Context: an optimization exercise on an open-source flow, tuned for small area. The choices shown serve that exercise and are no tape-out recipe. Only simulation tests tie the RTL to the original design; equivalence was not proved. Power figures rest on the tool's default switching activity, not on a simulated workload.

## flow/design.v (module list and top-level ports; edited modules follow where they fit)
// module quarterwave_table: 77 lines
// module quarterwave_generator: 56 lines
// module halfBandFirst: 432 lines
// module halfBandSecond: 162 lines
// module inverseSinc: 132 lines
// module cic1: 237 lines
// module cic2: 181 lines
// module cic3: 125 lines
// module cic4: 125 lines
// module interpolatingFilter: 102 lines
// module sigma_delta_modulator: 32 lines
// module sd_dac_top: 63 lines
module sd_dac_top(
    input clk,                        
    input rst_n,                      
    input tone_en,                    
    input [31:0] phase_increment,     
    input signed [15:0] sample_in,    
    output sample_strobe,             
    output output_pdm_p,
    output output_pdm_n
);
  // ...
==> flow/run.sh <==
#!/bin/bash
# synth_recipe.tcl (not shown) runs the flow's synth.tcl, then flattens the netlist and writes it again
# the make line also repeats each setting of config.mk as NAME=value (left out here)
make -C /OpenROAD-flow-scripts/flow DESIGN_CONFIG=/design/flow/config.mk WORK_HOME=/design/flow/orfs CLKGATE_MAP_FILE= SYNTH_SCRIPT=/design/flow/synth_recipe.tcl finish
==> flow/config.mk <==
export PLATFORM = sky130hd
export DESIGN_NAME = sd_dac_top
export DESIGN_NICKNAME = sd_dac_top
export VERILOG_FILES = /design/flow/design.v
export SDC_FILE = /design/flow/constraint.sdc
export NUM_CORES = 8
export LEC_CHECK = 0
export CAP_MARGIN = 30
export CORE_MARGIN = 2
export CORE_UTILIZATION = 40
export SLEW_MARGIN = 30
==> flow/constraint.sdc <==
create_clock -name core_clock -period 15.0 [get_ports {clk}]
set_input_delay 3.0000 -clock core_clock [delete_from_list [all_inputs] [get_ports {clk}]]
set_output_delay 3.0000 -clock core_clock [all_outputs]
set_load 0.01 [all_outputs]
==> impl_metrics.env, run 1 <==
export IMPL_clock_area_share_pct=4.69
export IMPL_ir_worst_vdd_uv=269
export IMPL_cp_data_required_time_ns=15.86
export IMPL_arrival_ns=14.17
export IMPL_layout_common_cells="nand2_1 (5115), inv_1 (2529), dfrtp_1 (2237)"
export IMPL_taps=6198
export IMPL_multi_input_area_share_pct=58.2
export IMPL_r2r_end="u_interpolatingFilter.stage1.acc_reg[39]$_DFFE_PN0P_"
export IMPL_crit_path_end_kind="flop"
export IMPL_largest_class="multi-input combinational cells"
export IMPL_nets=24300
export IMPL_dp_slack_ns=2.02
export IMPL_synth_seq_area_share_pct=29.8
export IMPL_layout_area_seq_um2=56000
export IMPL_p_comb_share_pct=7.1
export IMPL_synthXorXnorAreaFrac_pct=4.05
export IMPL_grt_overflow_total=0
export IMPL_multiInputGateArea_um2=120000
export IMPL_insertion_delay_ns=0.98
export IMPL_status="timing/DRC/antenna clean"
export IMPL_place_area_um2=196000
export IMPL_hold_buffers=0
export IMPL_highest_layer="met5"
export IMPL_antenna_cells=13
export IMPL_internal_power_mw=10.8
export IMPL_synth_cell_types=102
export IMPL_syn_nets=24400
export IMPL_power_leader="clock"
export IMPL_synth_simple_gate_area_share_pct=17.6
export IMPL_netlist_top_cells_area="dfrtp_1 (30%), fa_1 (16%), ha_1 (10%)"
export IMPL_whs_path_depth=0
export IMPL_via_count=151000
export IMPL_seq_share_pct=27.2
export IMPL_cp_depth=42
export IMPL_fp_dieW_um=690
export IMPL_setup_violations=0
export IMPL_clock_skew_ns=0.0469
export IMPL_syn_avg_cell_area_um2=8.83
==> module quarterwave_generator, before the edit <==
module quarterwave_generator #(
    parameter DATA_WIDTH  = 16,
              QLUT_DEPTH  = 8,
              PHASE_WIDTH = 32
) (
    input  wire                            clk,
    input  wire                            arst,
    input  wire                            sample_clk_ce,
    input  wire        [PHASE_WIDTH-1:0]   phase_increment,
    output reg  signed [DATA_WIDTH -1:0]   sinewave,
    output reg  signed [DATA_WIDTH -1:0]   cosinewave
);
  reg         [           1:0] sine_negate;
  reg         [QLUT_DEPTH-3:0] sine_index;
  wire signed [DATA_WIDTH-1:0] sine_table_value;
  reg         [           1:0] cosine_negate;
  reg         [QLUT_DEPTH-3:0] cosine_index;
  wire signed [DATA_WIDTH-1:0] cosine_table_value;
  reg         [PHASE_WIDTH-1:0] phase_accumulator;
  quarterwave_table #( .QLUT_DEPTH(QLUT_DEPTH), .DATA_WIDTH(DATA_WIDTH) ) sinewave_inst (
      .address(sine_index),
      .value(sine_table_value)
  );
  quarterwave_table #( .QLUT_DEPTH(QLUT_DEPTH), .DATA_WIDTH(DATA_WIDTH) ) cosinewave_inst (
      .address(cosine_index),
      .value(cosine_table_value)
  );
  always @(posedge clk or negedge arst) begin
    if      (arst == 1'b0)          phase_accumulator <= '0;
    else if (sample_clk_ce == 1'b1) phase_accumulator <= PHASE_WIDTH'(phase_accumulator + phase_increment);
  end
  always @(posedge clk or negedge arst) begin
    if (arst == 1'b0) begin
      sine_negate        <= 2'b00;
      sine_index         <= '0;
      sinewave           <= '0;
      cosine_negate      <= 2'b00;
      cosine_index       <= '0;
      cosinewave         <= '0;
    end else if (sample_clk_ce == 1'b1) begin
      sine_negate[0]     <= phase_accumulator[PHASE_WIDTH-1];
      cosine_negate [0]  <= phase_accumulator[PHASE_WIDTH-1] ^ phase_accumulator[PHASE_WIDTH-2];
      if (phase_accumulator[(PHASE_WIDTH-2)]) begin
         sine_index      <= ~phase_accumulator[PHASE_WIDTH-3:(PHASE_WIDTH-QLUT_DEPTH)];
         cosine_index    <=  phase_accumulator[PHASE_WIDTH-3:(PHASE_WIDTH-QLUT_DEPTH)];
      end else begin
         sine_index      <=  phase_accumulator[PHASE_WIDTH-3:(PHASE_WIDTH-QLUT_DEPTH)];
         cosine_index    <= ~phase_accumulator[PHASE_WIDTH-3:(PHASE_WIDTH-QLUT_DEPTH)];
      end
      sine_negate  [1]   <= sine_negate  [0];
      cosine_negate[1]   <= cosine_negate[0];
      sinewave           <= sine_negate  [1] ? -sine_table_value   : sine_table_value;
      cosinewave         <= cosine_negate[1] ? -cosine_table_value : cosine_table_value;
    end
  end
endmodule
==> module sigma_delta_modulator, before the edit <==
module sigma_delta_modulator (
    input wire clk,               
    input wire rst_n,             
    input wire signed [15:0] in,  
    output reg out                
);
    wire [20:0] sd_in;
    reg signed [20:0] s1, w1, y1;
    reg signed [20:0] r, s, v, w, y;
    localparam FULLSC = 19'd49152;  
    assign sd_in = {{5{in[15]}}, in};
    always @* begin
        r = sd_in - y1;
        s = r + s1;
        v = s - y1;
        w = v + w1;
        y = (w[20] == 1'b0) ? FULLSC : - FULLSC;
    end
    always @(posedge clk or negedge rst_n) begin
        if (rst_n == 1'b0) begin
            s1 <= 0;
            w1 <= 0;
            y1  <= 0;
            out <= 0;
        end else begin
            s1 <= s;
            w1 <= w;
            y1 <= y;
            out <= ~w[20];  
        end
    end
endmodule
==> module sd_dac_top, before the edit <==
module sd_dac_top(
    input clk,                        
    input rst_n,                      
    input tone_en,                    
    input [31:0] phase_increment,     
    input signed [15:0] sample_in,    
    output sample_strobe,             
    output output_pdm_p,
    output output_pdm_n
);
    wire ce_out;
    wire clk_enable = 1'b1;
    localparam PHASE_WIDTH=32;
  wire signed [15:0]               lo_cosinewave;
  wire signed [15:0]               lo_sinewave, lo_sinewave_int;
  wire signed [15:0]               filter_in;
    wire nco_ce;
    quarterwave_generator #(
      .DATA_WIDTH (16),
      .QLUT_DEPTH (8),
      .PHASE_WIDTH(PHASE_WIDTH)
  ) nco_inst (
      .clk            (clk),
      .arst           (rst_n),
      .sample_clk_ce  (nco_ce),
      .phase_increment(phase_increment),
      .sinewave         (lo_sinewave),
      .cosinewave     (lo_cosinewave)
  );
    assign filter_in = tone_en ? lo_sinewave : sample_in;
    interpolatingFilter u_interpolatingFilter (
        .clk(clk),           
        .clk_enable(clk_enable),
        .reset(!rst_n),
        .input_data(filter_in),
        .output_data(lo_sinewave_int),
        .ce_out(ce_out)
    );
     sigma_delta_modulator u_sigma_delta_modulator(
        .clk(clk),
        .rst_n(rst_n),
        .in(lo_sinewave_int),
        .out(output_pdm_p)
    );
	reg [6:0] counter44;
    reg clk44;
    always @(posedge clk or negedge rst_n) begin
        if (!rst_n) begin
            counter44 <= 7'd0;
            clk44 <= 1'b0;
        end else begin
            if (counter44 == 7'd63) begin
                counter44 <= 7'd0;
                clk44 <= ~clk44;
            end else begin
                counter44 <= counter44 + 7'd1;
            end
        end
    end
    assign nco_ce = (counter44 == 7'd63) && !clk44;
    assign output_pdm_n = ~ output_pdm_p;
    assign sample_strobe = ce_out;
endmodule
==> run 2, diff against run 1 <==
==> flow/design.v (replaced) <==
module quarterwave_table #(
    parameter QLUT_DEPTH = 8,
    parameter DATA_WIDTH = 16
)(
    input  wire        [QLUT_DEPTH-3:0] address,  
    output reg signed [DATA_WIDTH-1:0] value     
);
    always @* begin
         case(address)
            6'd0: value = 16'h192;
            6'd1: value = 16'h4B6;
            6'd2: value = 16'h7D9;
            6'd3: value = 16'hAFB;
            6'd4: value = 16'hE1B;
            6'd5: value = 16'h1139;
            6'd6: value = 16'h1455;
            6'd7: value = 16'h176D;
            6'd8: value = 16'h1A82;
            6'd9: value = 16'h1D93;
            6'd10: value = 16'h209F;
            6'd11: value = 16'h23A6;
            6'd12: value = 16'h26A7;
            6'd13: value = 16'h29A3;
            6'd14: value = 16'h2C98;
            6'd15: value = 16'h2F86;
            6'd16: value = 16'h326D;
            6'd17: value = 16'h354D;
            6'd18: value = 16'h3824;
            6'd19: value = 16'h3AF2;
            6'd20: value = 16'h3DB7;
            6'd21: value = 16'h4073;
            6'd22: value = 16'h4325;
            6'd23: value = 16'h45CC;
            6'd24: value = 16'h4869;
            6'd25: value = 16'h4AFA;
            6'd26: value = 16'h4D80;
            6'd27: value = 16'h4FFA;
            6'd28: value = 16'h5268;
            6'd29: value = 16'h54C9;
            6'd30: value = 16'h571D;
            6'd31: value = 16'h5963;
            6'd32: value = 16'h5B9C;
            6'd33: value = 16'h5DC6;
            6'd34: value = 16'h5FE2;
            6'd35: value = 16'h61F0;
            6'd36: value = 16'h63EE;
            6'd37: value = 16'h65DD;
            6'd38: value = 16'h67BC;
            6'd39: value = 16'h698B;
            6'd40: value = 16'h6B4A;
            6'd41: value = 16'h6CF8;
            6'd42: value = 16'h6E95;
            6'd43: value = 16'h7022;
            6'd44: value = 16'h719D;
            6'd45: value = 16'h7306;
            6'd46: value = 16'h745E;
            6'd47: value = 16'h75A4;
            6'd48: value = 16'h76D8;
            6'd49: value = 16'h77F9;
            6'd50: value = 16'h7908;
            6'd51: value = 16'h7A04;
            6'd52: value = 16'h7AEE;
            6'd53: value = 16'h7BC4;
            6'd54: value = 16'h7C88;
            6'd55: value = 16'h7D38;
            6'd56: value = 16'h7DD5;
            6'd57: value = 16'h7E5E;
            6'd58: value = 16'h7ED4;
            6'd59: value = 16'h7F37;
            6'd60: value = 16'h7F86;
            6'd61: value = 16'h7FC1;
            6'd62: value = 16'h7FE8;
            6'd63: value = 16'h7FFC;
            default: value = 16'd0;
        endcase
    end
endmodule
module quarterwave_generator (
    input  wire        clk,
    input  wire        arst,
    input  wire        ce,
    input  wire [31:0] phase_increment,
    output wire [15:0] sinewave
);
  reg [31:0] phase_accumulator;
  reg [5:0]  sine_index;
  reg [1:0]  sine_negate;
  reg [5:0]  out_index;
  reg        out_negate;
  always @(posedge clk or negedge arst) begin
    if (!arst) begin
      phase_accumulator <= 32'd0;
      sine_index        <= 6'd0;
      sine_negate       <= 2'b00;
    end else if (ce) begin
      phase_accumulator <= phase_accumulator + phase_increment;
      sine_negate[0]    <= phase_accumulator[31];
      sine_negate[1]    <= sine_negate[0];
      sine_index        <= phase_accumulator[30] ? ~phase_accumulator[29:24] : phase_accumulator[29:24];
    end
  end
  always @(posedge clk) begin
    if (ce) begin
      out_index  <= sine_index;
      out_negate <= sine_negate[1];
    end
  end
  wire [15:0] table_value;
  quarterwave_table sine_table (.address(out_index), .value(table_value));
  assign sinewave = out_negate ? -table_value : table_value;
endmodule
module sigma_delta_modulator (
    input  wire        clk,
    input  wire        rst_n,
    input  wire [15:0] in,
    output wire        out
);
    reg [20:0] s1, w1;
    reg        fb_valid, fb_neg;
    wire [20:0] sd_in = {{5{in[15]}}, in};
    wire [20:0] y1 = fb_valid ? (fb_neg ? 21'h1F4000 : 21'h00C000) : 21'd0;
    wire [20:0] s = sd_in - y1 + s1;
    wire [20:0] w = s - y1 + w1;
    always @(posedge clk or negedge rst_n) begin
        if (!rst_n) begin
            s1 <= 21'd0; w1 <= 21'd0; fb_valid <= 1'b0; fb_neg <= 1'b0;
        end else begin
            s1 <= s; w1 <= w; fb_valid <= 1'b1; fb_neg <= w[20];
        end
    end
    assign out = fb_valid & ~fb_neg;
endmodule
module sd_dac_top(
    input clk, input rst_n, input tone_en, input [31:0] phase_increment,
    input signed [15:0] sample_in, output sample_strobe, output output_pdm_p, output output_pdm_n);
    reg [6:0] N;
    reg clr;    
    always @(posedge clk or negedge rst_n) begin
        if (!rst_n) begin N <= 7'd0; clr <= 1'b1; end
        else begin N <= N + 7'd1; if (N == 7'd127) clr <= 1'b0; end
    end
    assign sample_strobe = (N == 7'd127);
    wire [15:0] sine;
    quarterwave_generator nco (.clk(clk), .arst(rst_n), .ce(N == 7'd63), .phase_increment(phase_increment), .sinewave(sine));
    wire [15:0] xin = tone_en ? sine : sample_in;
    wire isH, isS, first, mf, mt, m2s;
    wire [20:0] coef;
    wire [7:0] xs;
    wire [1:0] ms;
    wire [127:0] onehot = 128'd1 << N;
    assign isH = |(onehot & 128'hab22844ecd6a1feccf6a00cd6d605feb);
    assign isS = |(onehot & 128'h54dd7bb13295e0133095ff32929ba010);
    assign first = |(onehot & 128'h00402020008020000080202000802001);
    assign mf = |(onehot & 128'h00001ba00000000000001f2000000000);
    assign mt = |(onehot & 128'h14084001009400100000800200020000);
    assign m2s = |(onehot & 128'h00d500102200e0031014201010918010);
    assign coef[0] = |(onehot & 128'h29028046c8081f0c400a000928404be0);
    assign coef[1] = |(onehot & 128'h0b028406cd20190ccd6800080460062a);
    assign coef[2] = |(onehot & 128'h8b0017c6c928100404000729040059c0);
    assign coef[3] = |(onehot & 128'h23000e6c046206e88e2a190169600383);
    assign coef[4] = |(onehot & 128'h820002aa852214e00b6a154c04201608);
    assign coef[5] = |(onehot & 128'h9ef9ff3bf8f6f4a7f5dbfbfe8399be5a);
    assign coef[6] = |(onehot & 128'h018064ae148a7eab8c22d447a0714cfa);
    assign coef[7] = |(onehot & 128'h9ab05cc0aca642c98ff84cede0f81383);
    assign coef[8] = |(onehot & 128'hb65b21593474af6a3bfba2122be9b330);
    assign coef[9] = |(onehot & 128'h8d4ba0ff1c50b122f821b4570321b9d2);
    assign coef[10] = |(onehot & 128'h331019c66426168488ba0e2168a80bc3);
    assign coef[11] = |(onehot & 128'hd17c2d677607b49e9cbf9ac752eb979b);
    assign coef[12] = |(onehot & 128'h907ab16b3404b722d0bb92a262899f5b);
    assign coef[13] = |(onehot & 128'hbd598fff6c169aa4f5f93f106a88bf6b);
    assign coef[14] = |(onehot & 128'hc00683e846010334c16c17017002178b);
    assign coef[15] = |(onehot & 128'h88020dea4c001d24856a1e004000172b);
    assign coef[16] = |(onehot & 128'h81824bce44805b2581684f44e010172b);
    assign coef[17] = |(onehot & 128'h9192694e74867fa781faca02a099173a);
    assign coef[18] = |(onehot & 128'hd9966b4e7e857f3781fecb02b09b173a);
    assign coef[19] = |(onehot & 128'h99926bce7c867fa781facf02a099173a);
    assign coef[20] = |(onehot & 128'h99924b4e6c845f2581fa4b00a098172a);
    assign xs[0] = |(onehot & 128'h00000800000000800000008428000000);
    assign xs[1] = |(onehot & 128'h20000640040210084000100001400080);
    assign xs[2] = |(onehot & 128'h00202088090000000901040040000421);
    assign xs[3] = |(onehot & 128'h01000020002001200400410000001800);
    assign xs[4] = |(onehot & 128'h000080020000064420c2080100000200);
    assign xs[5] = |(onehot & 128'h40021000004000008208020004004102);
    assign xs[6] = |(onehot & 128'h82000000000100000000000000082000);
    assign xs[7] = |(onehot & 128'h08000104d00808000020006882200048);
    assign ms[0] = |(onehot & 128'h14084aa10080000000000a2000020000);
    assign ms[1] = |(onehot & 128'h00001100001400100000950200000000);
    reg [67*16-1:0] r1;
    always @(posedge clk) r1 <= {r1[66*16-1:0], (N == 7'd127) ? xin : (clr ? 16'd0 : r1[67*16-1:66*16])};
    wire [20:0] rnd;
    reg [7*21-1:0] rm;
    always @(posedge clk) rm <= {rm[6*21-1:0], clr ? 21'd0 : (N == 7'd127) ? rnd : rm[7*21-1:6*21]};
    reg [3*20-1:0] rm2;
    always @(posedge clk) rm2 <= {rm2[2*20-1:0], clr ? 20'd0 : (N == 7'd44 || N == 7'd108) ? rnd[19:0] : rm2[3*20-1:2*20]};
    wire [15:0] xr = ({16{xs[0]}} & r1[7*16 +: 16]) | ({16{xs[1]}} & r1[11*16 +: 16]) | ({16{xs[2]}} & r1[15*16 +: 16]) | ({16{xs[3]}} & r1[19*16 +: 16]) | ({16{xs[4]}} & r1[28*16 +: 16]) | ({16{xs[5]}} & r1[32*16 +: 16]) | ({16{xs[6]}} & r1[53*16 +: 16]) | ({16{xs[7]}} & r1[65*16 +: 16]);
    wire [20:0] mr = ({21{ms[0]}} & rm[4*21 +: 21]) | ({21{ms[1]}} & rm[6*21 +: 21]);
    wire [19:0] m2r = rm2[0*20 +: 20];
    wire [21:0] opx = {{6{xr[15]}}, xr};
    wire [21:0] opy = mf ? {mr[20], mr} : mt ? {{2{mr[19]}}, mr[19:0]} : m2s ? {{2{m2r[19]}}, m2r} : 22'd0;
    wire [21:0] dat = opx + opy;
    reg [40:0] accH, accS;
    wire [40:0] acc_in = first ? 41'd0 : isH ? accH : accS;
    wire [21:0] cb = {coef[20], coef};   
    reg [40:0] pp [0:10];
    reg [40:0] negs, K;
    reg [23:0] m, q;
    reg one, two, neg;
    integer i;
    always @* begin
        negs = 0; K = 0;
        for (i = 0; i < 11; i = i + 1) begin
            neg = cb[2*i+1];
            if (i == 0) begin
                one = cb[0];
                two = cb[1] & ~cb[0];
            end else begin
                one = cb[2*i] ^ cb[2*i-1];
                two = (cb[2*i+1] & ~cb[2*i] & ~cb[2*i-1]) | (~cb[2*i+1] & cb[2*i] & cb[2*i-1]);
            end
            m = one ? {{2{dat[21]}}, dat} : two ? {dat[21], dat, 1'b0} : 24'd0;
            q = m ^ {24{neg}};
            q[23] = ~q[23];
            pp[i] = {17'd0, q} << (2*i);
            negs[2*i] = neg;
            K = K + (41'd1 << (23+2*i));
        end
    end
    wire [40:0] sum = acc_in + pp[0] + pp[1] + pp[2] + pp[3] + pp[4] + pp[5] + pp[6] + pp[7] + pp[8] + pp[9] + pp[10] + negs - K;
    always @(posedge clk) begin
        if (isH) accH <= sum;
        if (isS) accS <= sum;
    end
    wire [40:0] rsum = sum + {21'd0, sum[20], {19{~sum[20]}}};
    assign rnd = rsum[40:20];
    reg [15:0] v0, v1, v2;
    always @(posedge clk or negedge rst_n) begin
        if (!rst_n) begin v0 <= 0; v1 <= 0; v2 <= 0; end
        else if (N[3:0] == 4'd4) begin v0 <= clr ? 16'd0 : rnd[16:1]; v1 <= v0; v2 <= v1; end
    end
    wire [3:0] b = N[3:0] - 4'd5;
    reg [15:0] cic;
    always @* begin
        case (b[3:2])
            2'd0: cic = v0 + 6*v1 + v2;
            2'd1: cic = 2*v0 + 6*v1;
            2'd2: cic = 4*v0 + 4*v1;
            default: cic = 6*v0 + 2*v1;
        endcase
    end
    sigma_delta_modulator sdm (.clk(clk), .rst_n(rst_n), .in(cic), .out(output_pdm_p));
    assign output_pdm_n = ~output_pdm_p;
endmodule
==> run 2 against run 1 <==
Design area is 62% lower. Count of clock-buffer cells in the layout is 186 lower. Sequential share of layout area is 14 points higher. Synthesized cell count is 68% lower. Maximum frequency is 7.6% lower. Critical path type unchanged. Power is 39% lower. Setup slack worse by 1.1 ns. Synthesized area is 64% lower. Hold slack worse by 0.086 ns.
==> impl_metrics.env, run 2 <==
export IMPL_status="timing/DRC/antenna clean"
export IMPL_hold_viol_final=0
export IMPL_cts_path_max_buffers=3
export IMPL_fmax_mhz=69.4
export IMPL_yosysTopAreaCell="dfxtp_1"
export IMPL_dieArea_um2=175000
export IMPL_grt_pass1_vias=51900
export IMPL_grt_usage_pct=26.3
export IMPL_total_power_mw=8.77
export IMPL_coreArea_um2=170000
export IMPL_worstSetupPathType="reg -> reg"
export IMPL_post_route_min_period_ns=14.41
export IMPL_drv_cap=0
export IMPL_gp_congestion=1.04
export IMPL_reg_top3="r1 (1072), rm (147), rm2 (60)"
export IMPL_drt_initial_drc_count=6023
export IMPL_grt_overflow_total=0
export IMPL_power_density_nw_per_um2=113
export IMPL_crit_fanout=16
export IMPL_insertion_delay_ns=0.79
export IMPL_hpwl_um=170000
export IMPL_timing_critical_path_buf_inv=9
export IMPL_layout_common_cells="dfxtp_1 (1294), inv_1 (533), o21ai_0 (512)"
export IMPL_slew_violations=0
export IMPL_yosysTopAreaCellShare_pct=37.8
export IMPL_die_y_um=418
export IMPL_ys_ff_latch=1522
export IMPL_relSlewSlack_pct=29.2
export IMPL_finalWirelength_um=233000
export IMPL_netlist_area_um2=68600
export IMPL_rsz0062_at_grt="false"
export IMPL_cts_root_buf="clkbuf_16"
export IMPL_syn2layout_area_growth_pct=13.6
export IMPL_cellLeakagePower_nw=32.7
export IMPL_slowest_stage="nand3_1"
export IMPL_drc=0
export IMPL_largest_register="r1"
export IMPL_cp_data_required_time_ns=15.66
export IMPL_portBuffers=53
export IMPL_crit_path_end_kind="flop"
export IMPL_antenna_found_initial=13
export IMPL_yosys_warnings=5
export IMPL_syn_avg_cell_area_um2=9.93
export IMPL_whs_path_depth=0
export IMPL_dr_pass1_iters=8
export IMPL_synth_cell_types=112
export IMPL_ioPinCount=54
export IMPL_clk_pin_slew_ns=0.06
export IMPL_cts_made_buffers=148
export IMPL_cp_start_kind="flop"
export IMPL_synthTopCellsByCount="dfxtp_1 (1294), inv_1 (533), o21ai_0 (512)"
export IMPL_synth_seq_area_share_pct=46.8
export IMPL_cts_sinks=1522
export IMPL_grt_max_degree=75
export IMPL_netlist_instances=6908
export IMPL_viasPerCell=5.80
export IMPL_netlist_top_cells_area="dfxtp_1 (38%), fa_1 (7.7%), ha_1 (6.2%)"
export IMPL_arrival_ns=15.07
export IMPL_cts_repair_resized=0
export IMPL_synth_flop_cell="dfxtp_1"
export IMPL_hold_buffers=0
export IMPL_h_tree_depth=4
export IMPL_cp_top_family="adder cells"
export IMPL_final_common_cell="dfxtp_1"
export IMPL_fp_dieW_um=418
export IMPL_min_path_type="reg -> reg"
export IMPL_cp_slowest_stage_delay_ns=0.70
export IMPL_nets=7588
export IMPL_synth_edf_count=89
export IMPL_finalCritPeriodShare_pct=96.1
export IMPL_ir_worst_vdd_uv=405
export IMPL_rr_worst_depth=44
export IMPL_grt_pass1_wl_um=345000
export IMPL_yosysMostFrequentCell="dfxtp_1"
export IMPL_tightestPinTransition_ns=1.05
export IMPL_clock_skew_ns=0.0505
export IMPL_start_util_pct=40.4
export IMPL_wl_per_cell_um=25.1
export IMPL_via_count=53800
export IMPL_layout_drive_gt1_share_pct=9.66
export IMPL_setup_violations=0
export IMPL_cts_setup_buffers=0
export IMPL_syn_nets=7563
export IMPL_cts_tree="done"
export IMPL_rrSetupSlack_ns=0.59
export IMPL_largest_register_ffs=1072
export IMPL_synthArstFlopShare_pct=9.13
export IMPL_std_cell_rows=151
export IMPL_cp_depth=44
export IMPL_ant_nets=0
export IMPL_fin_tns_setup_ns=0
## run 2: layout make-up
| type | count | area, um^2 |
|---|---|---|
| Inverter | 542 | 2030 |
| Fill cell | 15800 | 92000 |
| Clock buffer | 201 | 4140 |
| Tap cell | 2218 | 2780 |
| Sequential cell | 1522 | 32100 |
| Multi-Input combinational cell | 4392 | 33100 |
| Timing Repair Buffer | 327 | 2650 |
| Antenna cell | 3 | 7.51 |
| Clock inverter | 69 | 1070 |
## run 2: worst reg2reg max path, delay by kind of cell, from the launching register on
kind / cells / cell delay, ns
buffers and inverters: 9 / 1.68
flip-flops: 1 / 0.40
adder cells (fa/ha/maj): 8 / 3.94
AO/OA/AOI/OAI: 13 / 3.83
XOR/XNOR: 2 / 0.69
AND/OR/NAND/NOR: 12 / 3.78
## run 2: worst paths after layout
kind / from / endpoint
max in group asynchronous: rst_n / v1[2]$_DFFE_PN0N_
hold reg to reg: r1[497]$_DFF_P_ / r1[513]$_DFF_P_
hold / removal: r1[497]$_DFF_P_ / r1[513]$_DFF_P_
setup reg to reg: N[0]$_DFF_PN0_ / rm2[19]$_SDFF_PP0_
min in group asynchronous: rst_n / nco.phase_accumulator[23]$_DFFE_PN0P_
setup / recovery: N[0]$_DFF_PN0_ / rm2[19]$_SDFF_PP0_
## run 2: where the power goes
part           total [mW]  leakage [nW]  internal [mW]  switching [mW]
registers            4.13          13.2           4.12          0.0110
logic               0.800          16.9          0.369           0.431
clock network        3.84          2.50           2.25            1.59
## run 2: kinds of logic after synthesis
group / synth area share (%)
AO/OA/AOI/OAI: 18.5
XOR/XNOR: 3.72
adder cells (fa/ha/maj): 14.1
buffers and inverters: 5.61
flip-flops: 46.8
multiplexers: 1.26
other: 0.00547
AND/OR/NAND/NOR: 10.0
## run 2: stage by stage
step | instance area [um^2] | hold slack (ns) | worst slack (ns) | cells | utilization [%]
4_1_cts | 77800 | 0.286 | 1.20 | 9271 | 45.8
6_report | 77900 | 0.294 | 0.589 | 9274 | 45.8
3_3_place_gp | 72600 | 0.310 | 1.29 | 9000 | 42.7
5_1_grt | 77900 | 0.297 | 0.131 | 9273 | 45.8
2_1_floorplan | 68600 | 0.310 | 2.85 | 6908 | -
3_5_place_dp | 72600 | 0.312 | 1.23 | 9001 | 42.8
## run 2: per-layer routing
| metal | routed length (um) | GRT usage [%] | part of all wire (%) | vias to the layer above |
|---|---|---|---|---|
| met2 | 98600 | 38.8 | 42 | 2648 |
| li1 | - | - | - | 24400 |
| met5 | 61 | 0 | 0.026 | - |
| met1 | 101000 | 36.4 | 43 | 26100 |
| met3 | 21000 | 6.04 | 9.0 | 606 |
| met4 | 12100 | 12.2 | 5.2 | 10 |

[port drivers added, routing unchanged]
Ports are ideal in the flow. The routed layouts listed here were re-timed in OpenROAD. Step 1, drivers: a clkbuf_16 drives clk and a buf_2 each remaining input, both assumed. Step 2 adds t to the input delays and takes it off the output delays; t is the mean of the earliest and latest rising clock arrival at the registers after step 1. Input paths then give back, and output paths get back, about the clock's delay inside the block. Slacks: ideal ports / drivers / drivers and shift; pairs: ideal ports / drivers.
run	shift t [ns]	slack for setup (ns)	hold slack, ns	clock arrival spread, ns	worst data-port slew with drivers (ns)
run 1	1.082	1.690 / 1.690 / 1.690	0.380 / 0.380 / 0.380	0.048 / 0.048	0.09
run 2	0.845	0.589 / 0.589 / 0.589	0.294 / 0.294 / 0.294	0.052 / 0.052	0.06
After both steps setup and hold are still met in every run listed.
